Context: an optimization exercise on an open-source flow, tuned for small area, a short achievable clock period and few clock cycles. The choices shown serve that exercise and are no tape-out recipe. In this exercise RTL edits were held to simulation tests only and were not proved equivalent to the original.

File: flow/design.v
module lfsr(d, n);
input  [8:0] d;
output [8:0] n;
assign n = {d[7:0], d[1] ^ d[2] ^ d[3] ^ d[7]};
endmodule
module beetle_left_antenna(d1, d2, q1, q2, ra, rb);
input [17:0] d1, d2;
input q1, q2;
output [32:0] ra, rb;
wire s0, k0;
assign {k0, s0} = {1'b0, ~(d1[0] & d1[6])} + {1'b0, ~(d1[1] & d1[5])} + {1'b0, 1'b1};
wire s1, k1;
assign {k1, s1} = {1'b0, ~(d1[0] & d1[4])} + {1'b0, ~(d1[1] & d1[3])} + {1'b0, 1'b1};
wire s2, k2;
assign {k2, s2} = {1'b0, ~(d1[0] & d1[5])} + {1'b0, ~(d1[1] & d1[4])} + {1'b0, ~(d1[3] & ~d1[2])};
wire s3, k3;
assign {k3, s3} = {1'b0, ~(d1[2] & d1[4])} + {1'b0, ~(d1[3] & d1[2])} + {1'b0, s0};
wire [8:0] Alo = {1'b0, k2, k1, s1, ~(d1[0] & d1[3]), ~(d1[0] & d1[2]), ~(d1[1] & ~d1[0]), 1'b1, ~d1[0]} + {1'b0, s3, s2, ~(d1[2] & d1[1]), ~(d1[2] & ~d1[1]), ~(d1[1] & d1[0]), 1'b1, 1'b1, 1'b1} + 9'd1;
wire s4, k4;
assign {k4, s4} = {1'b0, ~(d2[0] & d2[6])} + {1'b0, ~(d2[1] & d2[5])} + {1'b0, 1'b1};
wire s5, k5;
assign {k5, s5} = {1'b0, ~(d2[0] & d2[4])} + {1'b0, ~(d2[1] & d2[3])} + {1'b0, 1'b1};
wire s6, k6;
assign {k6, s6} = {1'b0, ~(d2[0] & d2[5])} + {1'b0, ~(d2[1] & d2[4])} + {1'b0, ~(d2[3] & ~d2[2])};
wire s7, k7;
assign {k7, s7} = {1'b0, ~(d2[2] & d2[4])} + {1'b0, ~(d2[3] & d2[2])} + {1'b0, s4};
wire [8:0] Blo = {1'b0, k6, k5, s5, ~(d2[0] & d2[3]), ~(d2[0] & d2[2]), ~(d2[1] & ~d2[0]), 1'b1, ~d2[0]} + {1'b0, s7, s6, ~(d2[2] & d2[1]), ~(d2[2] & ~d2[1]), ~(d2[1] & d2[0]), 1'b1, 1'b1, 1'b1} + 9'd1;
wire s8, k8;
assign {k8, s8} = {1'b0, ~(d1[0] & d1[7])} + {1'b0, ~(d1[1] & d1[6])} + {1'b0, 1'b1};
wire s9, k9;
assign {k9, s9} = {1'b0, ~(d1[0] & d1[12])} + {1'b0, ~(d1[1] & d1[11])} + {1'b0, 1'b1};
wire s10, k10;
assign {k10, s10} = {1'b0, ~(d1[0] & d1[13])} + {1'b0, ~(d1[1] & d1[12])} + {1'b0, ~(d1[2] & d1[11])};
wire s11, k11;
assign {k11, s11} = {1'b0, ~(d1[0] & d1[14])} + {1'b0, ~(d1[1] & d1[13])} + {1'b0, ~(d1[2] & d1[12])};
wire s12, k12;
assign {k12, s12} = {1'b0, ~(d1[3] & d1[11])} + {1'b0, ~(d1[4] & d1[10])} + {1'b0, ~(d1[5] & d1[9])};
wire s13, k13;
assign {k13, s13} = {1'b0, ~(d1[0] & d1[15])} + {1'b0, ~(d1[1] & d1[14])} + {1'b0, ~(d1[2] & d1[13])};
wire s14, k14;
assign {k14, s14} = {1'b0, ~(d1[3] & d1[12])} + {1'b0, ~(d1[4] & d1[11])} + {1'b0, ~(d1[5] & d1[10])};
wire s15, k15;
assign {k15, s15} = {1'b0, ~(d1[6] & d1[9])} + {1'b0, ~(d1[8] & ~d1[7])} + {1'b0, 1'b1};
wire s16, k16;
assign {k16, s16} = {1'b0, ~(d1[0] & d1[16])} + {1'b0, ~(d1[1] & d1[15])} + {1'b0, ~(d1[2] & d1[14])};
wire s17, k17;
assign {k17, s17} = {1'b0, ~(d1[3] & d1[13])} + {1'b0, ~(d1[4] & d1[12])} + {1'b0, ~(d1[5] & d1[11])};
wire s18, k18;
assign {k18, s18} = {1'b0, ~(d1[6] & d1[10])} + {1'b0, ~(d1[7] & d1[9])} + {1'b0, ~(d1[8] & d1[7])};
wire s19, k19;
assign {k19, s19} = {1'b0, ~(d2[0] & d2[16])} + {1'b0, ~(d2[1] & d2[15])} + {1'b0, ~(d2[2] & d2[14])};
wire s20, k20;
assign {k20, s20} = {1'b0, ~(d1[1] & d1[16])} + {1'b0, ~(d1[2] & d1[15])} + {1'b0, ~(d1[3] & d1[14])};
wire s21, k21;
assign {k21, s21} = {1'b0, ~(d1[4] & d1[13])} + {1'b0, ~(d1[5] & d1[12])} + {1'b0, ~(d1[6] & d1[11])};
wire s22, k22;
assign {k22, s22} = {1'b0, ~(d1[7] & d1[10])} + {1'b0, ~(d1[9] & ~d1[8])} + {1'b0, (d1[17] & d1[0])};
wire s23, k23;
assign {k23, s23} = {1'b0, ~(d2[1] & d2[16])} + {1'b0, ~(d2[2] & d2[15])} + {1'b0, ~(d2[3] & d2[14])};
wire s24, k24;
assign {k24, s24} = {1'b0, ~(d2[4] & d2[13])} + {1'b0, ~(d2[5] & d2[12])} + {1'b0, 1'b1};
wire s25, k25;
assign {k25, s25} = {1'b0, 1'b0} + {1'b0, ~(d1[2] & d1[16])} + {1'b0, ~(d1[3] & d1[15])};
wire s26, k26;
assign {k26, s26} = {1'b0, ~(d1[4] & d1[14])} + {1'b0, ~(d1[5] & d1[13])} + {1'b0, ~(d1[6] & d1[12])};
wire s27, k27;
assign {k27, s27} = {1'b0, ~(d1[7] & d1[11])} + {1'b0, ~(d1[8] & d1[10])} + {1'b0, ~(d1[9] & d1[8])};
wire s28, k28;
assign {k28, s28} = {1'b0, (d1[17] & d1[1])} + {1'b0, ~(d2[2] & d2[16])} + {1'b0, ~(d2[3] & d2[15])};
wire s29, k29;
assign {k29, s29} = {1'b0, ~(d2[4] & d2[14])} + {1'b0, ~(d2[5] & d2[13])} + {1'b0, ~(d2[6] & d2[12])};
wire s30, k30;
assign {k30, s30} = {1'b0, ~(d2[7] & d2[11])} + {1'b0, ~(d2[8] & d2[10])} + {1'b0, 1'b1};
wire s31, k31;
assign {k31, s31} = {1'b0, ~(d1[3] & d1[16])} + {1'b0, ~(d1[4] & d1[15])} + {1'b0, ~(d1[5] & d1[14])};
wire s32, k32;
assign {k32, s32} = {1'b0, ~(d1[6] & d1[13])} + {1'b0, ~(d1[7] & d1[12])} + {1'b0, ~(d1[8] & d1[11])};
wire s33, k33;
assign {k33, s33} = {1'b0, ~(d1[10] & ~d1[9])} + {1'b0, (d1[17] & d1[2])} + {1'b0, ~(d2[3] & d2[16])};
wire s34, k34;
assign {k34, s34} = {1'b0, ~(d2[4] & d2[15])} + {1'b0, ~(d2[5] & d2[14])} + {1'b0, ~(d2[6] & d2[13])};
wire s35, k35;
assign {k35, s35} = {1'b0, ~(d2[7] & d2[12])} + {1'b0, ~(d2[8] & d2[11])} + {1'b0, 1'b1};
wire s36, k36;
assign {k36, s36} = {1'b0, ~(d1[4] & d1[16])} + {1'b0, ~(d1[5] & d1[15])} + {1'b0, ~(d1[6] & d1[14])};
wire s37, k37;
assign {k37, s37} = {1'b0, ~(d1[7] & d1[13])} + {1'b0, ~(d1[8] & d1[12])} + {1'b0, ~(d1[9] & d1[11])};
wire s38, k38;
assign {k38, s38} = {1'b0, ~(d1[10] & d1[9])} + {1'b0, (d1[17] & d1[3])} + {1'b0, ~(d2[4] & d2[16])};
wire s39, k39;
assign {k39, s39} = {1'b0, ~(d2[5] & d2[15])} + {1'b0, ~(d2[6] & d2[14])} + {1'b0, ~(d2[7] & d2[13])};
wire s40, k40;
assign {k40, s40} = {1'b0, ~(d1[5] & d1[16])} + {1'b0, ~(d1[6] & d1[15])} + {1'b0, ~(d1[7] & d1[14])};
wire s41, k41;
assign {k41, s41} = {1'b0, ~(d1[8] & d1[13])} + {1'b0, ~(d1[9] & d1[12])} + {1'b0, ~(d1[11] & ~d1[10])};
wire s42, k42;
assign {k42, s42} = {1'b0, (d1[17] & d1[4])} + {1'b0, ~(d2[5] & d2[16])} + {1'b0, 1'b1};
wire s43, k43;
assign {k43, s43} = {1'b0, ~(d1[6] & d1[16])} + {1'b0, ~(d1[7] & d1[15])} + {1'b0, ~(d1[8] & d1[14])};
wire s44, k44;
assign {k44, s44} = {1'b0, ~(d1[9] & d1[13])} + {1'b0, ~(d1[10] & d1[12])} + {1'b0, ~(d1[11] & d1[10])};
wire s45, k45;
assign {k45, s45} = {1'b0, ~(d1[7] & d1[16])} + {1'b0, ~(d1[8] & d1[15])} + {1'b0, 1'b1};
wire s46, k46;
assign {k46, s46} = {1'b0, ~(d1[2] & d1[5])} + {1'b0, ~(d1[4] & ~d1[3])} + {1'b0, ~(d2[0] & d2[7])};
wire s47, k47;
assign {k47, s47} = {1'b0, ~(d2[1] & d2[6])} + {1'b0, ~(d2[2] & d2[5])} + {1'b0, ~(d2[4] & ~d2[3])};
wire s48, k48;
assign {k48, s48} = {1'b0, ~(d1[0] & d1[8])} + {1'b0, ~(d1[1] & d1[7])} + {1'b0, ~(d1[2] & d1[6])};
wire s49, k49;
assign {k49, s49} = {1'b0, ~(d1[3] & d1[5])} + {1'b0, ~(d1[4] & d1[3])} + {1'b0, ~(d2[0] & d2[8])};
wire s50, k50;
assign {k50, s50} = {1'b0, ~(d1[0] & d1[9])} + {1'b0, ~(d1[1] & d1[8])} + {1'b0, ~(d1[2] & d1[7])};
wire s51, k51;
assign {k51, s51} = {1'b0, ~(d1[3] & d1[6])} + {1'b0, ~(d1[5] & ~d1[4])} + {1'b0, 1'b1};
wire s52, k52;
assign {k52, s52} = {1'b0, ~(d1[0] & d1[10])} + {1'b0, ~(d1[1] & d1[9])} + {1'b0, ~(d1[2] & d1[8])};
wire s53, k53;
assign {k53, s53} = {1'b0, ~(d1[3] & d1[7])} + {1'b0, ~(d1[4] & d1[6])} + {1'b0, ~(d1[5] & d1[4])};
wire s54, k54;
assign {k54, s54} = {1'b0, ~(d2[0] & d2[10])} + {1'b0, ~(d2[1] & d2[9])} + {1'b0, 1'b1};
wire s55, k55;
assign {k55, s55} = {1'b0, ~(d1[0] & d1[11])} + {1'b0, ~(d1[1] & d1[10])} + {1'b0, ~(d1[2] & d1[9])};
wire s56, k56;
assign {k56, s56} = {1'b0, ~(d1[3] & d1[8])} + {1'b0, ~(d1[4] & d1[7])} + {1'b0, ~(d1[6] & ~d1[5])};
wire s57, k57;
assign {k57, s57} = {1'b0, ~(d2[0] & d2[11])} + {1'b0, ~(d2[1] & d2[10])} + {1'b0, ~(d2[2] & d2[9])};
wire s58, k58;
assign {k58, s58} = {1'b0, ~(d1[2] & d1[10])} + {1'b0, ~(d1[3] & d1[9])} + {1'b0, ~(d1[4] & d1[8])};
wire s59, k59;
assign {k59, s59} = {1'b0, ~(d1[5] & d1[7])} + {1'b0, ~(d1[6] & d1[5])} + {1'b0, ~(d2[0] & d2[12])};
wire s60, k60;
assign {k60, s60} = {1'b0, ~(d2[1] & d2[11])} + {1'b0, ~(d2[2] & d2[10])} + {1'b0, ~(d2[3] & d2[9])};
wire s61, k61;
assign {k61, s61} = {1'b0, ~(d2[4] & d2[8])} + {1'b0, ~(d2[5] & d2[7])} + {1'b0, 1'b1};
wire s62, k62;
assign {k62, s62} = {1'b0, ~(d1[3] & d1[10])} + {1'b0, ~(d1[4] & d1[9])} + {1'b0, ~(d1[5] & d1[8])};
wire s63, k63;
assign {k63, s63} = {1'b0, ~(d1[7] & ~d1[6])} + {1'b0, ~(d2[0] & d2[13])} + {1'b0, ~(d2[1] & d2[12])};
wire s64, k64;
assign {k64, s64} = {1'b0, ~(d2[2] & d2[11])} + {1'b0, ~(d2[3] & d2[10])} + {1'b0, ~(d2[4] & d2[9])};
wire s65, k65;
assign {k65, s65} = {1'b0, ~(d2[5] & d2[8])} + {1'b0, ~(d2[7] & ~d2[6])} + {1'b0, k9};
wire s66, k66;
assign {k66, s66} = {1'b0, ~(d1[6] & d1[8])} + {1'b0, ~(d1[7] & d1[6])} + {1'b0, ~(d2[0] & d2[14])};
wire s67, k67;
assign {k67, s67} = {1'b0, ~(d2[1] & d2[13])} + {1'b0, ~(d2[2] & d2[12])} + {1'b0, ~(d2[3] & d2[11])};
wire s68, k68;
assign {k68, s68} = {1'b0, ~(d2[4] & d2[10])} + {1'b0, ~(d2[5] & d2[9])} + {1'b0, ~(d2[6] & d2[8])};
wire s69, k69;
assign {k69, s69} = {1'b0, ~(d2[7] & d2[6])} + {1'b0, k10} + {1'b0, s11};
wire s70, k70;
assign {k70, s70} = {1'b0, ~(d2[0] & d2[15])} + {1'b0, ~(d2[1] & d2[14])} + {1'b0, ~(d2[2] & d2[13])};
wire s71, k71;
assign {k71, s71} = {1'b0, ~(d2[3] & d2[12])} + {1'b0, ~(d2[4] & d2[11])} + {1'b0, ~(d2[5] & d2[10])};
wire s72, k72;
assign {k72, s72} = {1'b0, ~(d2[6] & d2[9])} + {1'b0, ~(d2[8] & ~d2[7])} + {1'b0, k11};
wire s73, k73;
assign {k73, s73} = {1'b0, k12} + {1'b0, s13} + {1'b0, s14};
wire s74, k74;
assign {k74, s74} = {1'b0, ~(d2[3] & d2[13])} + {1'b0, ~(d2[4] & d2[12])} + {1'b0, ~(d2[5] & d2[11])};
wire s75, k75;
assign {k75, s75} = {1'b0, ~(d2[6] & d2[10])} + {1'b0, ~(d2[7] & d2[9])} + {1'b0, ~(d2[8] & d2[7])};
wire s76, k76;
assign {k76, s76} = {1'b0, k13} + {1'b0, k14} + {1'b0, k15};
wire s77, k77;
assign {k77, s77} = {1'b0, s16} + {1'b0, s17} + {1'b0, s18};
wire s78, k78;
assign {k78, s78} = {1'b0, ~(d2[6] & d2[11])} + {1'b0, ~(d2[7] & d2[10])} + {1'b0, ~(d2[9] & ~d2[8])};
wire s79, k79;
assign {k79, s79} = {1'b0, (d2[17] & d2[0])} + {1'b0, k16} + {1'b0, k17};
wire s80, k80;
assign {k80, s80} = {1'b0, k18} + {1'b0, k19} + {1'b0, s20};
wire s81, k81;
assign {k81, s81} = {1'b0, s21} + {1'b0, s22} + {1'b0, s23};
wire s82, k82;
assign {k82, s82} = {1'b0, ~(d2[9] & d2[8])} + {1'b0, (d2[17] & d2[1])} + {1'b0, k20};
wire s83, k83;
assign {k83, s83} = {1'b0, k21} + {1'b0, k22} + {1'b0, k23};
wire s84, k84;
assign {k84, s84} = {1'b0, k24} + {1'b0, s25} + {1'b0, s26};
wire s85, k85;
assign {k85, s85} = {1'b0, s27} + {1'b0, s28} + {1'b0, s29};
wire s86, k86;
assign {k86, s86} = {1'b0, ~(d2[10] & ~d2[9])} + {1'b0, (d2[17] & d2[2])} + {1'b0, k25};
wire s87, k87;
assign {k87, s87} = {1'b0, k26} + {1'b0, k27} + {1'b0, k28};
wire s88, k88;
assign {k88, s88} = {1'b0, k29} + {1'b0, k30} + {1'b0, s31};
wire s89, k89;
assign {k89, s89} = {1'b0, s32} + {1'b0, s33} + {1'b0, s34};
wire s90, k90;
assign {k90, s90} = {1'b0, ~(d2[8] & d2[12])} + {1'b0, ~(d2[9] & d2[11])} + {1'b0, ~(d2[10] & d2[9])};
wire s91, k91;
assign {k91, s91} = {1'b0, (d2[17] & d2[3])} + {1'b0, k31} + {1'b0, k32};
wire s92, k92;
assign {k92, s92} = {1'b0, k33} + {1'b0, k34} + {1'b0, k35};
wire s93, k93;
assign {k93, s93} = {1'b0, s36} + {1'b0, s37} + {1'b0, s38};
wire s94, k94;
assign {k94, s94} = {1'b0, ~(d2[6] & d2[15])} + {1'b0, ~(d2[7] & d2[14])} + {1'b0, ~(d2[8] & d2[13])};
wire s95, k95;
assign {k95, s95} = {1'b0, ~(d2[9] & d2[12])} + {1'b0, ~(d2[11] & ~d2[10])} + {1'b0, (d2[17] & d2[4])};
wire s96, k96;
assign {k96, s96} = {1'b0, k36} + {1'b0, k37} + {1'b0, k38};
wire s97, k97;
assign {k97, s97} = {1'b0, k39} + {1'b0, s40} + {1'b0, s41};
wire s98, k98;
assign {k98, s98} = {1'b0, (d1[17] & d1[5])} + {1'b0, ~(d2[6] & d2[16])} + {1'b0, ~(d2[7] & d2[15])};
wire s99, k99;
assign {k99, s99} = {1'b0, ~(d2[8] & d2[14])} + {1'b0, ~(d2[9] & d2[13])} + {1'b0, ~(d2[10] & d2[12])};
wire s100, k100;
assign {k100, s100} = {1'b0, ~(d2[11] & d2[10])} + {1'b0, (d2[17] & d2[5])} + {1'b0, k40};
wire s101, k101;
assign {k101, s101} = {1'b0, k41} + {1'b0, k42} + {1'b0, s43};
wire s102, k102;
assign {k102, s102} = {1'b0, ~(d1[9] & d1[14])} + {1'b0, ~(d1[10] & d1[13])} + {1'b0, ~(d1[12] & ~d1[11])};
wire s103, k103;
assign {k103, s103} = {1'b0, (d1[17] & d1[6])} + {1'b0, ~(d2[7] & d2[16])} + {1'b0, ~(d2[8] & d2[15])};
wire s104, k104;
assign {k104, s104} = {1'b0, ~(d2[9] & d2[14])} + {1'b0, ~(d2[10] & d2[13])} + {1'b0, ~(d2[12] & ~d2[11])};
wire s105, k105;
assign {k105, s105} = {1'b0, (d2[17] & d2[6])} + {1'b0, k43} + {1'b0, k44};
wire s106, k106;
assign {k106, s106} = {1'b0, ~(d1[8] & d1[16])} + {1'b0, ~(d1[9] & d1[15])} + {1'b0, ~(d1[10] & d1[14])};
wire s107, k107;
assign {k107, s107} = {1'b0, ~(d1[11] & d1[13])} + {1'b0, ~(d1[12] & d1[11])} + {1'b0, (d1[17] & d1[7])};
wire s108, k108;
assign {k108, s108} = {1'b0, ~(d2[8] & d2[16])} + {1'b0, ~(d2[9] & d2[15])} + {1'b0, ~(d2[10] & d2[14])};
wire s109, k109;
assign {k109, s109} = {1'b0, ~(d2[11] & d2[13])} + {1'b0, ~(d2[12] & d2[11])} + {1'b0, (d2[17] & d2[7])};
wire s110, k110;
assign {k110, s110} = {1'b0, ~(d1[9] & d1[16])} + {1'b0, ~(d1[10] & d1[15])} + {1'b0, ~(d1[11] & d1[14])};
wire s111, k111;
assign {k111, s111} = {1'b0, ~(d1[13] & ~d1[12])} + {1'b0, (d1[17] & d1[8])} + {1'b0, ~(d2[9] & d2[16])};
wire s112, k112;
assign {k112, s112} = {1'b0, ~(d2[10] & d2[15])} + {1'b0, ~(d2[11] & d2[14])} + {1'b0, 1'b1};
wire s113, k113;
assign {k113, s113} = {1'b0, ~(d1[10] & d1[16])} + {1'b0, ~(d1[11] & d1[15])} + {1'b0, ~(d1[12] & d1[14])};
wire s114, k114;
assign {k114, s114} = {1'b0, ~(d1[13] & d1[12])} + {1'b0, (d1[17] & d1[9])} + {1'b0, ~(d2[10] & d2[16])};
wire s115, k115;
assign {k115, s115} = {1'b0, ~(d1[11] & d1[16])} + {1'b0, ~(d1[12] & d1[15])} + {1'b0, 1'b1};
wire s116, k116;
assign {k116, s116} = {1'b0, k0} + {1'b0, k4} + {1'b0, s46};
wire s117, k117;
assign {k117, s117} = {1'b0, s47} + {1'b0, s8} + {1'b0, 1'b1};
wire s118, k118;
assign {k118, s118} = {1'b0, ~(d2[1] & d2[7])} + {1'b0, ~(d2[2] & d2[6])} + {1'b0, ~(d2[3] & d2[5])};
wire s119, k119;
assign {k119, s119} = {1'b0, ~(d2[4] & d2[3])} + {1'b0, k46} + {1'b0, k47};
wire s120, k120;
assign {k120, s120} = {1'b0, k8} + {1'b0, s48} + {1'b0, 1'b1};
wire s121, k121;
assign {k121, s121} = {1'b0, ~(d2[0] & d2[9])} + {1'b0, ~(d2[1] & d2[8])} + {1'b0, ~(d2[2] & d2[7])};
wire s122, k122;
assign {k122, s122} = {1'b0, ~(d2[3] & d2[6])} + {1'b0, ~(d2[5] & ~d2[4])} + {1'b0, k48};
wire s123, k123;
assign {k123, s123} = {1'b0, k49} + {1'b0, s50} + {1'b0, s51};
wire s124, k124;
assign {k124, s124} = {1'b0, ~(d2[2] & d2[8])} + {1'b0, ~(d2[3] & d2[7])} + {1'b0, ~(d2[4] & d2[6])};
wire s125, k125;
assign {k125, s125} = {1'b0, ~(d2[5] & d2[4])} + {1'b0, k50} + {1'b0, k51};
wire s126, k126;
assign {k126, s126} = {1'b0, s52} + {1'b0, s53} + {1'b0, s54};
wire s127, k127;
assign {k127, s127} = {1'b0, ~(d2[3] & d2[8])} + {1'b0, ~(d2[4] & d2[7])} + {1'b0, ~(d2[6] & ~d2[5])};
wire s128, k128;
assign {k128, s128} = {1'b0, k52} + {1'b0, k53} + {1'b0, k54};
wire s129, k129;
assign {k129, s129} = {1'b0, s55} + {1'b0, s56} + {1'b0, s57};
wire s130, k130;
assign {k130, s130} = {1'b0, ~(d2[6] & d2[5])} + {1'b0, k55} + {1'b0, k56};
wire s131, k131;
assign {k131, s131} = {1'b0, k57} + {1'b0, s58} + {1'b0, s59};
wire s132, k132;
assign {k132, s132} = {1'b0, s60} + {1'b0, s61} + {1'b0, s9};
wire s133, k133;
assign {k133, s133} = {1'b0, k58} + {1'b0, k59} + {1'b0, k60};
wire s134, k134;
assign {k134, s134} = {1'b0, k61} + {1'b0, s62} + {1'b0, s63};
wire s135, k135;
assign {k135, s135} = {1'b0, s64} + {1'b0, s10} + {1'b0, s65};
wire s136, k136;
assign {k136, s136} = {1'b0, k62} + {1'b0, k63} + {1'b0, k64};
wire s137, k137;
assign {k137, s137} = {1'b0, s66} + {1'b0, s67} + {1'b0, s68};
wire s138, k138;
assign {k138, s138} = {1'b0, s12} + {1'b0, k65} + {1'b0, s69};
wire s139, k139;
assign {k139, s139} = {1'b0, k66} + {1'b0, k67} + {1'b0, k68};
wire s140, k140;
assign {k140, s140} = {1'b0, s70} + {1'b0, s71} + {1'b0, s15};
wire s141, k141;
assign {k141, s141} = {1'b0, k69} + {1'b0, s72} + {1'b0, s73};
wire s142, k142;
assign {k142, s142} = {1'b0, k70} + {1'b0, k71} + {1'b0, s74};
wire s143, k143;
assign {k143, s143} = {1'b0, s75} + {1'b0, s19} + {1'b0, k72};
wire s144, k144;
assign {k144, s144} = {1'b0, k73} + {1'b0, s76} + {1'b0, s77};
wire s145, k145;
assign {k145, s145} = {1'b0, k74} + {1'b0, k75} + {1'b0, s78};
wire s146, k146;
assign {k146, s146} = {1'b0, s24} + {1'b0, k76} + {1'b0, k77};
wire s147, k147;
assign {k147, s147} = {1'b0, s79} + {1'b0, s80} + {1'b0, s81};
wire s148, k148;
assign {k148, s148} = {1'b0, k78} + {1'b0, s30} + {1'b0, k79};
wire s149, k149;
assign {k149, s149} = {1'b0, k80} + {1'b0, k81} + {1'b0, s82};
wire s150, k150;
assign {k150, s150} = {1'b0, s83} + {1'b0, s84} + {1'b0, s85};
wire s151, k151;
assign {k151, s151} = {1'b0, s35} + {1'b0, k82} + {1'b0, k83};
wire s152, k152;
assign {k152, s152} = {1'b0, k84} + {1'b0, k85} + {1'b0, s86};
wire s153, k153;
assign {k153, s153} = {1'b0, s87} + {1'b0, s88} + {1'b0, s89};
wire s154, k154;
assign {k154, s154} = {1'b0, s90} + {1'b0, s39} + {1'b0, k86};
wire s155, k155;
assign {k155, s155} = {1'b0, k87} + {1'b0, k88} + {1'b0, k89};
wire s156, k156;
assign {k156, s156} = {1'b0, s91} + {1'b0, s92} + {1'b0, s93};
wire s157, k157;
assign {k157, s157} = {1'b0, k90} + {1'b0, s94} + {1'b0, s95};
wire s158, k158;
assign {k158, s158} = {1'b0, s42} + {1'b0, k91} + {1'b0, k92};
wire s159, k159;
assign {k159, s159} = {1'b0, k93} + {1'b0, s96} + {1'b0, s97};
wire s160, k160;
assign {k160, s160} = {1'b0, k94} + {1'b0, k95} + {1'b0, s98};
wire s161, k161;
assign {k161, s161} = {1'b0, s99} + {1'b0, s44} + {1'b0, k96};
wire s162, k162;
assign {k162, s162} = {1'b0, k97} + {1'b0, s100} + {1'b0, s101};
wire s163, k163;
assign {k163, s163} = {1'b0, k98} + {1'b0, k99} + {1'b0, s102};
wire s164, k164;
assign {k164, s164} = {1'b0, s103} + {1'b0, s104} + {1'b0, s45};
wire s165, k165;
assign {k165, s165} = {1'b0, k100} + {1'b0, k101} + {1'b0, s105};
wire s166, k166;
assign {k166, s166} = {1'b0, k102} + {1'b0, k103} + {1'b0, k104};
wire s167, k167;
assign {k167, s167} = {1'b0, k45} + {1'b0, s106} + {1'b0, s107};
wire s168, k168;
assign {k168, s168} = {1'b0, s108} + {1'b0, s109} + {1'b0, k105};
wire s169, k169;
assign {k169, s169} = {1'b0, ~(d2[13] & ~d2[12])} + {1'b0, (d2[17] & d2[8])} + {1'b0, k106};
wire s170, k170;
assign {k170, s170} = {1'b0, k107} + {1'b0, k108} + {1'b0, k109};
wire s171, k171;
assign {k171, s171} = {1'b0, s110} + {1'b0, s111} + {1'b0, s112};
wire s172, k172;
assign {k172, s172} = {1'b0, ~(d2[11] & d2[15])} + {1'b0, ~(d2[12] & d2[14])} + {1'b0, ~(d2[13] & d2[12])};
wire s173, k173;
assign {k173, s173} = {1'b0, (d2[17] & d2[9])} + {1'b0, k110} + {1'b0, k111};
wire s174, k174;
assign {k174, s174} = {1'b0, k112} + {1'b0, s113} + {1'b0, s114};
wire s175, k175;
assign {k175, s175} = {1'b0, ~(d1[14] & ~d1[13])} + {1'b0, (d1[17] & d1[10])} + {1'b0, ~(d2[11] & d2[16])};
wire s176, k176;
assign {k176, s176} = {1'b0, ~(d2[12] & d2[15])} + {1'b0, ~(d2[14] & ~d2[13])} + {1'b0, (d2[17] & d2[10])};
wire s177, k177;
assign {k177, s177} = {1'b0, k113} + {1'b0, k114} + {1'b0, s115};
wire s178, k178;
assign {k178, s178} = {1'b0, ~(d1[12] & d1[16])} + {1'b0, ~(d1[13] & d1[15])} + {1'b0, ~(d1[14] & d1[13])};
wire s179, k179;
assign {k179, s179} = {1'b0, (d1[17] & d1[11])} + {1'b0, ~(d2[12] & d2[16])} + {1'b0, ~(d2[13] & d2[15])};
wire s180, k180;
assign {k180, s180} = {1'b0, ~(d2[14] & d2[13])} + {1'b0, (d2[17] & d2[11])} + {1'b0, k115};
wire s181, k181;
assign {k181, s181} = {1'b0, ~(d1[13] & d1[16])} + {1'b0, ~(d1[15] & ~d1[14])} + {1'b0, (d1[17] & d1[12])};
wire s182, k182;
assign {k182, s182} = {1'b0, ~(d2[13] & d2[16])} + {1'b0, ~(d2[15] & ~d2[14])} + {1'b0, 1'b1};
wire s183, k183;
assign {k183, s183} = {1'b0, ~(d1[14] & d1[16])} + {1'b0, ~(d1[15] & d1[14])} + {1'b0, (d1[17] & d1[13])};
wire s184, k184;
assign {k184, s184} = {1'b0, k3} + {1'b0, k7} + {1'b0, s116};
wire s185, k185;
assign {k185, s185} = {1'b0, s118} + {1'b0, s49} + {1'b0, k116};
wire s186, k186;
assign {k186, s186} = {1'b0, k117} + {1'b0, s119} + {1'b0, 1'b1};
wire s187, k187;
assign {k187, s187} = {1'b0, k118} + {1'b0, s121} + {1'b0, k119};
wire s188, k188;
assign {k188, s188} = {1'b0, k120} + {1'b0, s122} + {1'b0, s123};
wire s189, k189;
assign {k189, s189} = {1'b0, k121} + {1'b0, s124} + {1'b0, k122};
wire s190, k190;
assign {k190, s190} = {1'b0, k123} + {1'b0, s125} + {1'b0, s126};
wire s191, k191;
assign {k191, s191} = {1'b0, k124} + {1'b0, s127} + {1'b0, k125};
wire s192, k192;
assign {k192, s192} = {1'b0, k126} + {1'b0, s128} + {1'b0, s129};
wire s193, k193;
assign {k193, s193} = {1'b0, k127} + {1'b0, k128} + {1'b0, k129};
wire s194, k194;
assign {k194, s194} = {1'b0, s130} + {1'b0, s131} + {1'b0, s132};
wire s195, k195;
assign {k195, s195} = {1'b0, k130} + {1'b0, k131} + {1'b0, k132};
wire s196, k196;
assign {k196, s196} = {1'b0, s133} + {1'b0, s134} + {1'b0, s135};
wire s197, k197;
assign {k197, s197} = {1'b0, k133} + {1'b0, k134} + {1'b0, s136};
wire s198, k198;
assign {k198, s198} = {1'b0, s137} + {1'b0, k135} + {1'b0, s138};
wire s199, k199;
assign {k199, s199} = {1'b0, k136} + {1'b0, k137} + {1'b0, s139};
wire s200, k200;
assign {k200, s200} = {1'b0, s140} + {1'b0, k138} + {1'b0, s141};
wire s201, k201;
assign {k201, s201} = {1'b0, k139} + {1'b0, k140} + {1'b0, s142};
wire s202, k202;
assign {k202, s202} = {1'b0, s143} + {1'b0, k141} + {1'b0, s144};
wire s203, k203;
assign {k203, s203} = {1'b0, k142} + {1'b0, s145} + {1'b0, k143};
wire s204, k204;
assign {k204, s204} = {1'b0, s146} + {1'b0, k144} + {1'b0, s147};
wire s205, k205;
assign {k205, s205} = {1'b0, k145} + {1'b0, k146} + {1'b0, s148};
wire s206, k206;
assign {k206, s206} = {1'b0, s149} + {1'b0, k147} + {1'b0, s150};
wire s207, k207;
assign {k207, s207} = {1'b0, k148} + {1'b0, k149} + {1'b0, s151};
wire s208, k208;
assign {k208, s208} = {1'b0, s152} + {1'b0, k150} + {1'b0, s153};
wire s209, k209;
assign {k209, s209} = {1'b0, k151} + {1'b0, k152} + {1'b0, s154};
wire s210, k210;
assign {k210, s210} = {1'b0, s155} + {1'b0, k153} + {1'b0, s156};
wire s211, k211;
assign {k211, s211} = {1'b0, s157} + {1'b0, k154} + {1'b0, k155};
wire s212, k212;
assign {k212, s212} = {1'b0, s158} + {1'b0, k156} + {1'b0, s159};
wire s213, k213;
assign {k213, s213} = {1'b0, k157} + {1'b0, s160} + {1'b0, k158};
wire s214, k214;
assign {k214, s214} = {1'b0, s161} + {1'b0, k159} + {1'b0, s162};
wire s215, k215;
assign {k215, s215} = {1'b0, k160} + {1'b0, s163} + {1'b0, s164};
wire s216, k216;
assign {k216, s216} = {1'b0, k161} + {1'b0, s165} + {1'b0, k162};
wire s217, k217;
assign {k217, s217} = {1'b0, k163} + {1'b0, k164} + {1'b0, s166};
wire s218, k218;
assign {k218, s218} = {1'b0, s167} + {1'b0, k165} + {1'b0, s168};
wire s219, k219;
assign {k219, s219} = {1'b0, k166} + {1'b0, k167} + {1'b0, s169};
wire s220, k220;
assign {k220, s220} = {1'b0, s170} + {1'b0, s171} + {1'b0, k168};
wire s221, k221;
assign {k221, s221} = {1'b0, s172} + {1'b0, k169} + {1'b0, k170};
wire s222, k222;
assign {k222, s222} = {1'b0, k171} + {1'b0, s173} + {1'b0, s174};
wire s223, k223;
assign {k223, s223} = {1'b0, k172} + {1'b0, s175} + {1'b0, s176};
wire s224, k224;
assign {k224, s224} = {1'b0, k173} + {1'b0, k174} + {1'b0, s177};
wire s225, k225;
assign {k225, s225} = {1'b0, k175} + {1'b0, k176} + {1'b0, s178};
wire s226, k226;
assign {k226, s226} = {1'b0, s179} + {1'b0, k177} + {1'b0, s180};
wire s227, k227;
assign {k227, s227} = {1'b0, (d2[17] & d2[12])} + {1'b0, k178} + {1'b0, k179};
wire s228, k228;
assign {k228, s228} = {1'b0, s181} + {1'b0, s182} + {1'b0, k180};
wire s229, k229;
assign {k229, s229} = {1'b0, ~(d2[14] & d2[16])} + {1'b0, ~(d2[15] & d2[14])} + {1'b0, (d2[17] & d2[13])};
wire s230, k230;
assign {k230, s230} = {1'b0, k181} + {1'b0, k182} + {1'b0, s183};
wire s231, k231;
assign {k231, s231} = {1'b0, ~(d1[16] & ~d1[15])} + {1'b0, (d1[17] & d1[14])} + {1'b0, ~(d2[16] & ~d2[15])};
wire s232, k232;
assign {k232, s232} = {1'b0, (d2[17] & d2[14])} + {1'b0, k183} + {1'b0, 1'b1};
wire s233, k233;
assign {k233, s233} = {1'b0, ~(d1[16] & d1[15])} + {1'b0, (d1[17] & d1[15])} + {1'b0, ~(d2[16] & d2[15])};
wire s234, k234;
assign {k234, s234} = {1'b0, (d2[17] & d2[15])} + {1'b0, ~(q1 & d1[0])} + {1'b0, ~(q2 & d2[0])};
wire s235, k235;
assign {k235, s235} = {1'b0, ~d1[17]} + {1'b0, ~d2[17]} + {1'b0, (d1[17] & d1[16])};
wire s236, k236;
assign {k236, s236} = {1'b0, (d2[17] & d2[16])} + {1'b0, ~(q1 & d1[1])} + {1'b0, ~(q2 & d2[1])};
wire s237, k237;
assign {k237, s237} = {1'b0, s117} + {1'b0, s184} + {1'b0, 1'b1};
wire s238, k238;
assign {k238, s238} = {1'b0, s120} + {1'b0, s185} + {1'b0, s186};
wire s239, k239;
assign {k239, s239} = {1'b0, k185} + {1'b0, k186} + {1'b0, s187};
wire s240, k240;
assign {k240, s240} = {1'b0, k187} + {1'b0, s189} + {1'b0, k188};
wire s241, k241;
assign {k241, s241} = {1'b0, k189} + {1'b0, s191} + {1'b0, k190};
wire s242, k242;
assign {k242, s242} = {1'b0, k191} + {1'b0, s193} + {1'b0, k192};
wire s243, k243;
assign {k243, s243} = {1'b0, k193} + {1'b0, s195} + {1'b0, k194};
wire s244, k244;
assign {k244, s244} = {1'b0, k195} + {1'b0, s197} + {1'b0, k196};
wire s245, k245;
assign {k245, s245} = {1'b0, k197} + {1'b0, s199} + {1'b0, k198};
wire s246, k246;
assign {k246, s246} = {1'b0, k199} + {1'b0, s201} + {1'b0, k200};
wire s247, k247;
assign {k247, s247} = {1'b0, k201} + {1'b0, s203} + {1'b0, k202};
wire s248, k248;
assign {k248, s248} = {1'b0, k203} + {1'b0, s205} + {1'b0, k204};
wire s249, k249;
assign {k249, s249} = {1'b0, k205} + {1'b0, s207} + {1'b0, k206};
wire s250, k250;
assign {k250, s250} = {1'b0, k207} + {1'b0, s209} + {1'b0, k208};
wire s251, k251;
assign {k251, s251} = {1'b0, k209} + {1'b0, s211} + {1'b0, k210};
wire s252, k252;
assign {k252, s252} = {1'b0, k211} + {1'b0, s213} + {1'b0, k212};
wire s253, k253;
assign {k253, s253} = {1'b0, s215} + {1'b0, k213} + {1'b0, k214};
wire s254, k254;
assign {k254, s254} = {1'b0, s217} + {1'b0, k215} + {1'b0, k216};
wire s255, k255;
assign {k255, s255} = {1'b0, k217} + {1'b0, s219} + {1'b0, s220};
wire s256, k256;
assign {k256, s256} = {1'b0, k219} + {1'b0, s221} + {1'b0, s222};
wire s257, k257;
assign {k257, s257} = {1'b0, s223} + {1'b0, k221} + {1'b0, k222};
wire s258, k258;
assign {k258, s258} = {1'b0, k223} + {1'b0, s225} + {1'b0, s226};
wire s259, k259;
assign {k259, s259} = {1'b0, k225} + {1'b0, s227} + {1'b0, k226};
wire s260, k260;
assign {k260, s260} = {1'b0, s229} + {1'b0, k227} + {1'b0, s230};
wire s261, k261;
assign {k261, s261} = {1'b0, k229} + {1'b0, s231} + {1'b0, k230};
wire s262, k262;
assign {k262, s262} = {1'b0, k231} + {1'b0, s233} + {1'b0, s234};
wire s263, k263;
assign {k263, s263} = {1'b0, k233} + {1'b0, s235} + {1'b0, k234};
wire s264, k264;
assign {k264, s264} = {1'b0, ~(q1 & d1[2])} + {1'b0, ~(q2 & d2[2])} + {1'b0, k235};
wire s265, k265;
assign {k265, s265} = {1'b0, 1'b0} + {1'b0, ~(q1 & d1[3])} + {1'b0, 1'b1};
wire s266, k266;
assign {k266, s266} = {1'b0, 1'b0} + {1'b0, ~(q1 & d1[4])} + {1'b0, 1'b1};
wire s267, k267;
assign {k267, s267} = {1'b0, 1'b0} + {1'b0, ~(q1 & d1[5])} + {1'b0, 1'b1};
wire s268, k268;
assign {k268, s268} = {1'b0, 1'b0} + {1'b0, ~(q1 & d1[6])} + {1'b0, 1'b1};
wire s269, k269;
assign {k269, s269} = {1'b0, Alo[8]} + {1'b0, Blo[8]} + {1'b0, 1'b1};
wire s270, k270;
assign {k270, s270} = {1'b0, k184} + {1'b0, k237} + {1'b0, s238};
wire s271, k271;
assign {k271, s271} = {1'b0, s188} + {1'b0, k238} + {1'b0, s239};
wire s272, k272;
assign {k272, s272} = {1'b0, s190} + {1'b0, k239} + {1'b0, s240};
wire s273, k273;
assign {k273, s273} = {1'b0, s192} + {1'b0, k240} + {1'b0, s241};
wire s274, k274;
assign {k274, s274} = {1'b0, s194} + {1'b0, k241} + {1'b0, s242};
wire s275, k275;
assign {k275, s275} = {1'b0, k242} + {1'b0, s196} + {1'b0, s243};
wire s276, k276;
assign {k276, s276} = {1'b0, k243} + {1'b0, s198} + {1'b0, s244};
wire s277, k277;
assign {k277, s277} = {1'b0, s200} + {1'b0, k244} + {1'b0, s245};
wire s278, k278;
assign {k278, s278} = {1'b0, s202} + {1'b0, k245} + {1'b0, s246};
wire s279, k279;
assign {k279, s279} = {1'b0, s204} + {1'b0, k246} + {1'b0, s247};
wire s280, k280;
assign {k280, s280} = {1'b0, s206} + {1'b0, k247} + {1'b0, s248};
wire s281, k281;
assign {k281, s281} = {1'b0, s208} + {1'b0, k248} + {1'b0, s249};
wire s282, k282;
assign {k282, s282} = {1'b0, s210} + {1'b0, k249} + {1'b0, s250};
wire s283, k283;
assign {k283, s283} = {1'b0, s212} + {1'b0, k250} + {1'b0, s251};
wire s284, k284;
assign {k284, s284} = {1'b0, s214} + {1'b0, k251} + {1'b0, s252};
wire s285, k285;
assign {k285, s285} = {1'b0, s216} + {1'b0, k252} + {1'b0, s253};
wire s286, k286;
assign {k286, s286} = {1'b0, s218} + {1'b0, k253} + {1'b0, s254};
wire s287, k287;
assign {k287, s287} = {1'b0, k218} + {1'b0, k254} + {1'b0, s255};
wire s288, k288;
assign {k288, s288} = {1'b0, k220} + {1'b0, s256} + {1'b0, k255};
wire s289, k289;
assign {k289, s289} = {1'b0, s224} + {1'b0, k256} + {1'b0, s257};
wire s290, k290;
assign {k290, s290} = {1'b0, k224} + {1'b0, k257} + {1'b0, s258};
wire s291, k291;
assign {k291, s291} = {1'b0, s228} + {1'b0, s259} + {1'b0, k258};
wire s292, k292;
assign {k292, s292} = {1'b0, k228} + {1'b0, s260} + {1'b0, k259};
wire s293, k293;
assign {k293, s293} = {1'b0, s232} + {1'b0, s261} + {1'b0, k260};
wire s294, k294;
assign {k294, s294} = {1'b0, k232} + {1'b0, s262} + {1'b0, k261};
wire s295, k295;
assign {k295, s295} = {1'b0, s236} + {1'b0, k262} + {1'b0, s263};
wire s296, k296;
assign {k296, s296} = {1'b0, k236} + {1'b0, s264} + {1'b0, k263};
wire s297, k297;
assign {k297, s297} = {1'b0, ~(q2 & d2[3])} + {1'b0, s265} + {1'b0, k264};
wire s298, k298;
assign {k298, s298} = {1'b0, ~(q2 & d2[4])} + {1'b0, k265} + {1'b0, s266};
wire s299, k299;
assign {k299, s299} = {1'b0, ~(q2 & d2[5])} + {1'b0, k266} + {1'b0, s267};
wire s300, k300;
assign {k300, s300} = {1'b0, ~(q2 & d2[6])} + {1'b0, k267} + {1'b0, s268};
wire s301, k301;
assign {k301, s301} = {1'b0, 1'b0} + {1'b0, k268} + {1'b0, 1'b1};
assign ra = ~{k300, k299, k298, k297, k296, k295, k294, k293, k292, k291, k290, k289, k288, k287, k286, k285, k284, k283, k282, k281, k280, k279, k278, k277, k276, k275, k274, k273, k272, k271, k270, k269, s269};
assign rb = ~{s301, s300, s299, s298, s297, s296, s295, s294, s293, s292, s291, s290, s289, s288, s287, s286, s285, s284, s283, s282, s281, s280, s279, s278, s277, s276, s275, s274, s273, s272, s271, s270, s237};
endmodule
module beetle_compare(al, bl, ar, br, gt);
input [32:0] al, bl, ar, br;
output gt;
wire [31:0] a = {~al[31], al[30:0]};
wire [31:0] b = bl[31:0];
wire [31:0] c = ~{~ar[31], ar[30:0]};
wire [31:0] e = ~br[31:0];
wire [32:0] tl = {1'b0, a} + {1'b0, b};
wire [32:0] tr = {1'b0, ~c} + {1'b0, br[31:0]};
wire [31:0] x1 = a ^ b;
wire [31:0] x2 = c ^ e;
wire [31:0] x = x1 ^ x2;
wire [31:0] co;
wire [31:0] ci = {co[30:0], 1'b1};
genvar i;
generate for (i = 0; i < 32; i = i + 1) begin : cmp4
  assign co[i] = x1[i] ? c[i] : a[i];
end endgenerate
wire [31:0] xs = x ^ ci;
wire [31:0] xk = {x[30:0] & ci[30:0] | ~x[30:0] & e[30:0], 1'b0};
wire k31 = x[31] ? ci[31] : e[31];
wire [32:0] ts = {1'b0, xs} + {1'b0, xk};
assign gt = ~(ts[32] ^ k31 ^ co[31] ^ tl[32] ^ tr[32]);
endmodule
module beetle_right_antenna(dir, sense, s3, step);
input  [8:0]  dir;
input  [12:0] sense;
input  [14:0] s3;
output [13:0] step;
wire [15:0] s1 = {3'b000, sense};
wire [15:0] s2 = {2'b00, sense, 1'b0};
wire [15:0] t3 = {1'b0, s3};
wire [15:0] s4 = {1'b0, sense, 2'b00};
wire [3:0] g0 = {dir[2:0], 1'b0};
wire [3:0] g1 = dir[5:2];
wire [3:0] g2 = dir[8:5];
wire [15:0] r0, r1, r2;
wire n0, n1, n2;
beetle_booth_row b0(g0, s1, s2, t3, s4, r0, n0);
beetle_booth_row b1(g1, s1, s2, t3, s4, r1, n1);
beetle_booth_row b2(g2, s1, s2, t3, s4, r2, n2);
wire [21:0] p = {{6{n0}}, r0} + {{3{n1}}, r1, 3'd0} + {r2, 6'd0}
              + {15'd0, n2, 2'b00, n1, 2'b00, n0};
assign step = p[21:8];
endmodule
module beetle_booth_row(g, s1, s2, s3, s4, r, n);
input  [3:0]  g;
input  [15:0] s1, s2, s3, s4;
output [15:0] r;
output n;
wire [2:0] a = g[3] ? ~g[2:0] : g[2:0];
wire m1 = ~a[2] & (a[1] ^ a[0]);
wire m2 = ~a[2] & a[1] & a[0] | a[2] & ~a[1] & ~a[0];
wire m3 = a[2] & (a[1] ^ a[0]);
wire m4 = a[2] & a[1] & a[0];
wire [15:0] mag = {16{m1}} & s1 | {16{m2}} & s2 | {16{m3}} & s3 | {16{m4}} & s4;
assign r = g[3] ? ~mag : mag;
assign n = g[3];
endmodule
module beetle_position(mx, my, nx, ny, d1, d2, q1, q2);
parameter NB = 0;
input  [15:0] mx, my;
input  signed [13:0] nx, ny;
output [17:0] d1, d2;
output q1, q2;
wire [15:0] fx = {{2{nx[13]}}, nx};
wire [15:0] fy = {{2{ny[13]}}, ny};
wire [15:0] ax = NB ? mx - fx : mx + fx;
wire [15:0] ay = NB ? my - fy : my + fy;
assign d1 = {2'b00, ax} + {ay[15], ay, 1'b0} - 18'd1792;
assign d2 = {ax[15], ax, 1'b0} + {2'b00, ay} - 18'd1280;
assign q1 = ay[15];
assign q2 = ax[15];
endmodule
module bas(clock,reset,load, seed_x,seed_y,iterations,x,y,x_extreme,y_extreme,out_value,done );
    input clock,reset,load;
    input [8:0] seed_x,seed_y;
    input [8:0] iterations;
    input [15:0] x,y;
    output signed [15:0] x_extreme,y_extreme;
    output signed [39:0] out_value;
    output reg done;
    reg [15:0] x_curr, y_curr;           
    reg signed [13:0] step_x, step_y;    
    reg signed [13:0] step_nx, step_ny;  
    reg [17:0] dl1, dl2, dr1, dr2;       
    reg ql1, ql2, qr1, qr2;              
    reg [32:0] value_curr;               
    reg [8:0] dir_x, dir_y;              
    reg [12:0] sense;                    
    reg [8:0] remain;
    reg run;
    reg first;                           
    reg [15:0] x_best, y_best;
    reg [32:0] value_best;
    reg value_init;                      
    wire [32:0] al, bl, ar, br;
    beetle_left_antenna ol(dl1, dl2, ql1, ql2, al, bl);
    beetle_left_antenna or_(dr1, dr2, qr1, qr2, ar, br);
    wire go_right;
    beetle_compare cmp(al, bl, ar, br, go_right);
    wire [32:0] odour_l = al + bl;
    wire [32:0] odour_r = ar + br;
    wire [15:0] x_l = x_curr + {{2{step_x[13]}}, step_x};
    wire [15:0] y_l = y_curr + {{2{step_y[13]}}, step_y};
    wire [15:0] x_r = x_curr - {{2{step_x[13]}}, step_x};
    wire [15:0] y_r = y_curr - {{2{step_y[13]}}, step_y};
    wire [17:0] ell1, ell2, elr1, elr2, erl1, erl2, err1, err2;
    wire qll1, qll2, qlr1, qlr2, qrl1, qrl2, qrr1, qrr2;
    beetle_position #(0) pll(x_l, y_l, step_nx, step_ny, ell1, ell2, qll1, qll2);
    beetle_position #(1) plr(x_l, y_l, step_nx, step_ny, elr1, elr2, qlr1, qlr2);
    beetle_position #(0) prl(x_r, y_r, step_nx, step_ny, erl1, erl2, qrl1, qrl2);
    beetle_position #(1) prr(x_r, y_r, step_nx, step_ny, err1, err2, qrr1, qrr2);
    wire signed [13:0] mul_x, mul_y;
    wire [14:0] sense3 = {2'b00, sense} + {1'b0, sense, 1'b0};
    beetle_right_antenna mulx(dir_x, sense, sense3, mul_x);
    beetle_right_antenna muly(dir_y, sense, sense3, mul_y);
    wire [8:0] dir_x_n, dir_y_n, seed_x_n, seed_y_n;
    lfsr lx(dir_x, dir_x_n);
    lfsr ly(dir_y, dir_y_n);
    lfsr lsx(seed_x, seed_x_n);
    lfsr lsy(seed_y, seed_y_n);
    assign x_extreme = x_best;
    assign y_extreme = y_best;
    assign out_value = {4'b0, {3{value_init}}, value_best};
    always @(posedge clock) begin
        if (reset) begin
            x_curr <= x;
            y_curr <= y;
            dl1 <= 18'd0;
            dl2 <= 18'd0;
            dr1 <= 18'd0;
            dr2 <= 18'd0;
            ql1 <= 1'b0;
            ql2 <= 1'b0;
            qr1 <= 1'b0;
            qr2 <= 1'b0;
            step_x <= 14'd0;
            step_y <= 14'd0;
            step_nx <= 14'd0;
            step_ny <= 14'd0;
            dir_x <= 9'd0;
            dir_y <= 9'd0;
        end else begin
            if (go_right) begin
                x_curr <= x_r;
                y_curr <= y_r;
                dl1 <= erl1;
                dl2 <= erl2;
                dr1 <= err1;
                dr2 <= err2;
                ql1 <= qrl1;
                ql2 <= qrl2;
                qr1 <= qrr1;
                qr2 <= qrr2;
            end else begin
                x_curr <= x_l;
                y_curr <= y_l;
                dl1 <= ell1;
                dl2 <= ell2;
                dr1 <= elr1;
                dr2 <= elr2;
                ql1 <= qll1;
                ql2 <= qll2;
                qr1 <= qlr1;
                qr2 <= qlr2;
            end
            step_x <= step_nx;
            step_y <= step_ny;
            if (load) begin
                step_nx <= {{5{seed_x[8]}}, seed_x} + {{2{seed_x[8]}}, seed_x, 3'b000} + {seed_x[8], seed_x, 4'b0000};
                step_ny <= {{5{seed_y[8]}}, seed_y} + {{2{seed_y[8]}}, seed_y, 3'b000} + {seed_y[8], seed_y, 4'b0000};
                dir_x <= seed_x_n;
                dir_y <= seed_y_n;
            end else begin
                step_nx <= mul_x;
                step_ny <= mul_y;
                dir_x <= dir_x_n;
                dir_y <= dir_y_n;
            end
        end
        value_curr <= go_right ? odour_r : odour_l;
        if (reset)
            sense <= 13'd6400;
        else if (load)
            sense <= 13'd6375;
        else
            sense <= sense - {8'd0, sense[12:8]} - {12'd0, sense[7:0] != 8'd0};
        if (reset) begin
            run <= 1'b0;
            done <= 1'b0;
            x_best <= 16'd0;
            y_best <= 16'd0;
            value_best <= {33{1'b1}};
            value_init <= 1'b1;
        end else if (load) begin
            remain <= iterations;
            first <= 1'b1;
            run <= iterations != 9'd0;
            done <= iterations == 9'd0;
        end else if (run) begin
            remain <= remain - 9'd1;
            first <= 1'b0;
            if (remain == 9'd0) begin
                run <= 1'b0;
                done <= 1'b1;
            end
            if (!first && value_curr < value_best) begin
                x_best <= x_curr;
                y_best <= y_curr;
                value_best <= value_curr;
                value_init <= 1'b0;
            end
        end
    end
endmodule
File: flow/flow/run.sh
#!/bin/bash
# The standard layout, with timing repair aiming for 20 ns of setup slack
# at the design's clock period (over-fixing, as SETUP_SLACK_MARGIN does),
# on the worst 20% of endpoints.
set -euo pipefail
bash standard.sh SETUP_SLACK_MARGIN=20 TNS_END_PERCENT=20 finish > orfs_make.log 2>&1
File: flow/config.mk
export PLATFORM = sky130hd
export DESIGN_NAME = bas
export DESIGN_NICKNAME = bas
export VERILOG_FILES = /design/flow/design.v
export SDC_FILE = /design/flow/constraint.sdc
export NUM_CORES = 8
export LEC_CHECK = 0
export CAP_MARGIN = 20
export CORE_MARGIN = 2
export CORE_UTILIZATION = 45
export SLEW_MARGIN = 20
File: flow/constraint.sdc
create_clock -name core_clock -period 27.0 [get_ports {clock}]
set_input_delay 5.4000 -clock core_clock [delete_from_list [all_inputs] [get_ports {clock}]]
set_output_delay 5.4000 -clock core_clock [all_outputs]
set_load 0.01 [all_outputs]
File: flow/standard.sh
#!/bin/bash
# synth_recipe.tcl (not shown) runs the flow's synth.tcl, then flattens the netlist and writes it again
# the make line also repeats each setting of config.mk as NAME=value (left out here)
make -C /OpenROAD-flow-scripts/flow DESIGN_CONFIG=/design/flow/config.mk WORK_HOME=/design/flow/orfs CLKGATE_MAP_FILE= SYNTH_SCRIPT=/design/flow/synth_recipe.tcl "${@:-finish}"
==> run summary, run 1 <==
most common cell after layout, fill and taps aside ha_1; Max clock buf depth 3; Adder-Cell Fraction of Synth Area 0.381; # hold bufs at CTS 0; Routability Congestion 0.961; Final Setup Violations 0; simple-gate share of the synthesized area 0.165; initial antenna violation count 3; CTS Sinks 306; Compound-Gate Fraction of Synth Area 0.147; commonest non-fill, non-tap cells in the layout ha_1 (716), inv_1 (649), and2_1 (539); CTS tree yes; port buffer count 130; status no timing/DRC/antenna violations; detailed placement HPWL 140000 um; first-pass GRT wire length 279000 um; slew of the pin with the lowest slew margin 1.07 ns; worst path required time 27.54 ns; cell family with most CP delay adder cells; FF+latch count, synth 306; Initial Utilization 0.455; slowest CP cell fa_2; register area share after synthesis 0.112; CP Class reg -> reg; max-slew violation count 0; die area 126000 sq um; arrival time at the worst endpoint 8.02 ns; Place WS 17.44 ns; share of cells above drive strength 1 0.115; RSZ-0062 raised after global routing true; most used cell, CP fa_2; Buffers & Inverters on Critical Path 6; period utilization 0.277; core footprint 122000 sq um; RR Startpoint dr1[11]$_SDFF_PP0_; via count 46506; CP max FO 6; Pre-antenna DRT Iters 9; DRC 0; Worst-path clk slew 0.06 ns; row cnt 128; ys async rst share 0; gr ovfl total 0; Avg Inst Size Synth 8.58 sq um; final wirelength 186000 um; CTS root buffer clkbuf_16; combinational family with the most area after synthesis adder cells; synthesized instance count 6478; cell total after placement 7971; Total Routing Usage GR 0.287; CTS Buf Count 43; Worst Hold Class reg -> reg; Worst Clk Skew 0.0571 ns; fin nets 8025; Netlist cell types 89; highest cell delay on the worst timing path 0.58 ns; Setup WS post-layout 19.52 ns; Final Hold Fails 0; initial DRC count 3646; die width 355 um; startpoint types flip-flop; Final Non-Filler Cells 8277; Syn-to-layout area delta 15.0%; chip height 355 um; # H-tree levels 2; Ys Warns 1; CP Capture Type flip-flop; register-to-register path setup slack 19.52 ns; vias in the first global route 46927; Worst-Skew Late Latency 0.67 ns; XOR/XNOR share of the synthesized area 0.0901; MaxCap Viol Count 0; largest net degree at the start of global routing 88; multiplexer share of the synthesized area 0.0374; ANT nets after route 0; crit path from dr1[11]$_SDFF_PP0_; aggregate negative setup slack 0 ns; # IOs 135; Post-synth EDFFs 10; Cell Area, Synth 55600 sq um; fmax 134 MHz; worst rel slew slack 0.284; fin crit period 7.48 ns; Wirelength per Cell 22.4 um; vias per std cell 5.62; Hold Crit Start value_curr[11]$_DFF_P_; Top FF cell, synth dfxtp_1
## final cells by class
cell class | count | area, sq um
fillers | 11326 | 58200
multi-input cells | 5197 | 47300
flip-flops and latches | 306 | 6460
repair buffers | 409 | 4240
inverters | 663 | 2490
well taps | 1625 | 2030
clock buffers | 52 | 1190
clock inverters | 24 | 269
diodes | 1 | 2.50
## stage by stage
step                 util  hold slack [ns]  area, sq um
floorplan               -            0.436        55700
global placement    0.476            0.466        58100
detailed placement  0.476            0.475        58100
CTS                 0.515            0.470        63000
global route        0.523            0.472        64000
finish              0.523            0.472        64000
## Yosys cell counts, types with 71 or more instances
cell type,instances,share of area
a21o_1,139,0.019
a21oi_1,403,0.036
and2_1,545,0.061
clkbuf_1,263,0.018
dfxtp_1,296,0.11
fa_1,585,0.21
ha_1,758,0.17
inv_1,662,0.045
mux2i_1,184,0.033
nand2_1,432,0.029
nand2b_1,82,0.0092
nor2_1,421,0.028
nor2b_1,90,0.010
nor3_1,71,0.0064
o21ai_0,252,0.023
o21bai_1,77,0.010
xnor2_1,368,0.058
xor2_1,193,0.030
## routing by layer
layer,vias to the layer above,track usage,share of wire
met2,1499,0.495,0.47
met4,2,0.126,0.052
met5,-,0,0.000065
li1,21868,-,-
met3,394,0.0397,0.063
met1,22743,0.358,0.41
## logic make-up after synthesis
logic type / count (synthesis)
and+or+nand+nor: 1819
adders and majority gates: 1344
AOI/OAI and AO/OA: 1259
buffers and inverters: 978
xor gates and xnor gates: 566
DFF: 306
muxes: 205
other: 1
## sequential cells by signal, indices dropped and copies added (netlist names), 9 cells and up
register,count
x_curr,16
step_nx,14
dir_x,9
step_y,14
value_curr,33
y_best,16
remain,9
dl2,18
dr1,18
y_curr,16
sense,13
x_best,16
step_x,14
value_best,33
step_ny,14
dr2,18
dl1,18
dir_y,9
## worst paths after layout
path | end | cells past startpoint
setup / recovery | dr2[0]$_SDFF_PP0_ | 27
hold / removal | value_best[11]$_SDFFE_PP1P_ | 2
setup reg to reg | dr2[0]$_SDFF_PP0_ | 27
hold reg to reg | value_best[11]$_SDFFE_PP1P_ | 2
## worst reg2reg max path, stage by stage, from the launching register on
cell and delay [ns]:
dfxtp_4 0.39, buf_6 0.15, and2_4 0.14, fa_2 0.58, fa_2 0.45, fa_1 0.49, fa_2 0.40, fa_1 0.54
inv_1 0.06, fa_2 0.56, inv_2 0.06, ha_4 0.29, xor2_4 0.21, xnor2_2 0.09, ha_1 0.31, and4_4 0.17
a221oi_4 0.30, nor3_2 0.10, o31ai_4 0.28, a31oi_4 0.17, xnor2_2 0.19, xor2_2 0.19, xnor2_4 0.31, buf_12 0.17
buf_16 0.16, buf_16 0.15, nand2_1 0.11, a21oi_4 0.35
## what timing repair did
item / CTS / global route
pin swaps: 132 / 66
endpoints found under the setup margin: 238 / 233
setup buffers: 170 / 39
resized for setup: 449 / 152
cloned: 16 / 4
Testbench counts, summed over its fixed seeds: cycles 49,176.
==> run 2, diff against run 1 <==
--- a/flow/config.mk
+++ b/flow/config.mk
@@ -7,2 +7,3 @@
 export LEC_CHECK = 0
+export ABC_CLOCK_PERIOD_IN_PS = 2000
 export CAP_MARGIN = 20
==> run summary, run 2 <==
Max clock buf depth 3 (unchanged); RSZ-0062 raised after global routing true; fin crit period 7.48 ns (unchanged); CTS Buf Count 43 (unchanged); Cell Area, Synth 55600 sq um (unchanged); final wirelength 186000 um (unchanged); ys async rst share 0 (unchanged); commonest non-fill, non-tap cells in the layout ha_1 (716), inv_1 (649), and2_1 (539); Wirelength per Cell 22.4 um (unchanged); post-route cell area 64000 sq um (unchanged); worst path required time 27.54 ns (about the same); most numerous cell in the Yosys netlist ha_1; fin nets 8025 (unchanged); vias per std cell 5.62 (unchanged); CP Class reg -> reg; Netlist cell types 89 (unchanged); share of cells above drive strength 1 0.115 (unchanged); initial DRC count 3646 (unchanged); Place WS 17.44 ns (unchanged); RR Startpoint dr1[11]$_SDFF_PP0_; hold slack 0.472 ns (unchanged); # H-tree levels 2 (unchanged); chip height 355 um (unchanged); highest cell delay on the worst timing path 0.58 ns (about the same); worst reg-to-reg path cell count 27 (unchanged); initial antenna violation count 3 (unchanged); die width 355 um (unchanged); cell family with most CP delay adder cells; CP Capture Type flip-flop; row cnt 128 (unchanged); core footprint 122000 sq um (unchanged); CP max FO 6 (unchanged); Initial Utilization 0.455 (unchanged); CTS tree yes; cell total after placement 7971 (unchanged); MaxCap Viol Count 0 (unchanged); Final Non-Filler Cells 8277 (unchanged); Setup WS post-layout 19.52 ns (unchanged); vias in the first global route 46927 (unchanged); final core utilization 0.523 (unchanged); most used cell, CP fa_2; DRC 0 (unchanged); Final Hold Fails 0 (unchanged); Buffers & Inverters on Critical Path 6 (unchanged); Crit path depth 27 (unchanged); biggest regs value_best x33, value_curr x33; Final Setup Violations 0 (unchanged); max-slew violation count 0 (unchanged); Worst Hold Class reg -> reg; Pre-antenna DRT Iters 9 (unchanged); register-to-register path setup slack 19.52 ns (about the same); Total Routing Usage GR 0.287 (unchanged); # IOs 135 (unchanged); via count 46506 (unchanged); register area share after synthesis 0.112 (unchanged); Syn-to-layout area delta 15.0% (unchanged); gr ovfl total 0 (unchanged); CTS Sinks 306 (unchanged); slowest CP cell fa_2; top cell type's share of synthesized area 0.211 (unchanged); Avg Inst Size Synth 8.58 sq um (unchanged); FF+latch count, synth 306 (unchanged); crit path to dr2[0]$_SDFF_PP0_; fmax 134 MHz (unchanged); die area 126000 sq um (unchanged); largest net degree at the start of global routing 88 (unchanged); arrival time at the worst endpoint 8.02 ns (about the same); startpoint types flip-flop; largest cells by area after synthesis fa_1 (21%), ha_1 (17%), dfxtp_1 (11%); Post-synth EDFFs 10 (unchanged); crit path from dr1[11]$_SDFF_PP0_; Commonest cells post-synth ha_1 (758), inv_1 (662), fa_1 (585); most common cell after layout, fill and taps aside ha_1; CTS root buffer clkbuf_16; DP Area 58100 sq um (unchanged); Worst-path clk slew 0.06 ns (about the same); Routability Congestion 0.961 (unchanged); Ys Warns 1 (unchanged); port buffer count 130 (unchanged); Top FF cell, synth dfxtp_1; status no timing/DRC/antenna violations; endpoint of the worst register-to-register path dr2[0]$_SDFF_PP0_; Synth area leader fa_1; Hold Crit Start value_curr[11]$_DFF_P_; fillers 11326 (unchanged); slew of the pin with the lowest slew margin 1.07 ns (unchanged); first-pass GRT wire length 279000 um (unchanged); worst rel slew slack 0.284 (unchanged); Worst-Skew Late Latency 0.67 ns (about the same); synthesized instance count 6478 (unchanged); Worst Clk Skew 0.0571 ns (unchanged); detailed placement HPWL 140000 um (unchanged); aggregate negative setup slack 0 ns (unchanged); period utilization 0.277 (unchanged); ANT nets after route 0 (unchanged)
[run 2: repair_timing]
item                       CTS  global route
setup endpoints to repair  238           233
hold endpoints to repair     0             0
pin swaps                  132            66
resized for setup          449           152
buffers inserted           170            39
cloned                      16             4
hold buffers                 0             0
[run 2: routing by layer]
metal / part of all wire / vias up / track usage
li1: - / 21868 / -
met1: 0.41 / 22743 / 0.358
met2: 0.47 / 1499 / 0.495
met3: 0.063 / 394 / 0.0397
met4: 0.052 / 2 / 0.126
met5: 0.000065 / - / 0
[run 2: worst min-delay path, stage by stage, from the launching register on]
cell and delay, ns:
dfxtp_1 0.32, nand2_1 0.06, o211ai_1 0.08
[run 2: how the worst min path moves through the flow]
| stage | slack, ns | cells after the start | end |
|---|---|---|---|
| 5_1_grt | 0.47 | 2 | value_best[11]$_SDFFE_PP1P_ |
| 2_1_floorplan | 0.44 | 2 | value_best[0]$_SDFFE_PP1P_ |
| 4_1_cts | 0.47 | 2 | value_best[11]$_SDFFE_PP1P_ |
| 3_5_place_dp | 0.48 | 2 | value_best[23]$_SDFFE_PP1P_ |
| 6_report | 0.47 | 2 | value_best[11]$_SDFFE_PP1P_ |
| 3_3_place_gp | 0.47 | 2 | value_best[0]$_SDFFE_PP1P_ |
[run 2: cell type report]
type                    instances  area [sq um]  share of cell area
diodes                          1          2.50           0.0000391
clock buffers                  52          1190              0.0186
clock inverters                24           269             0.00421
inverters                     663          2490              0.0389
multi-input cells            5197         47300               0.739
flip-flops and latches        306          6460               0.101
well taps                    1625          2030              0.0318
repair buffers                409          4240              0.0663
[run 2: logic make-up (layout without fill, tap and decap cells)]
logic type      Yosys count  count (layout)  synth area share
compound gates         1259            1259             0.147
xor+xnor                566             566            0.0901
fa+ha+maj              1344            1344             0.381
buf+inv                 978            1148            0.0673
flops                   306             306             0.112
mux                     205             205            0.0374
other cells               1               5         0.0000675
simple gates           1819            1819             0.165

re-timing with driven ports:
Ports are ideal in the flow. The routed layouts listed here were re-timed in OpenROAD. Step 1 sets driving cells, clkbuf_16 on the clock port and buf_2 on the other inputs (assumed; they add their load-dependent delay and slew). Step 2 times the ports against the registers' clock, not the clock port: input delays grow and output delays shrink by t, the midpoint of the rising clock arrivals with the driver on. Three values: ideal, step 1, step 2; two values: the first two.
run | t (ns) | setup slack, ns | hold WS [ns] | worst setup path after step 2 | clock arrival spread, ns
run 1 | 0.713 | 19.518 / 19.518 / 19.045 | 0.472 / 0.472 / 0.472 | input to register | 0.057 / 0.057
run 2 | 0.713 | 19.518 / 19.518 / 19.045 | 0.472 / 0.472 / 0.472 | input to register | 0.057 / 0.057
After both steps setup and hold are still met in every run listed.
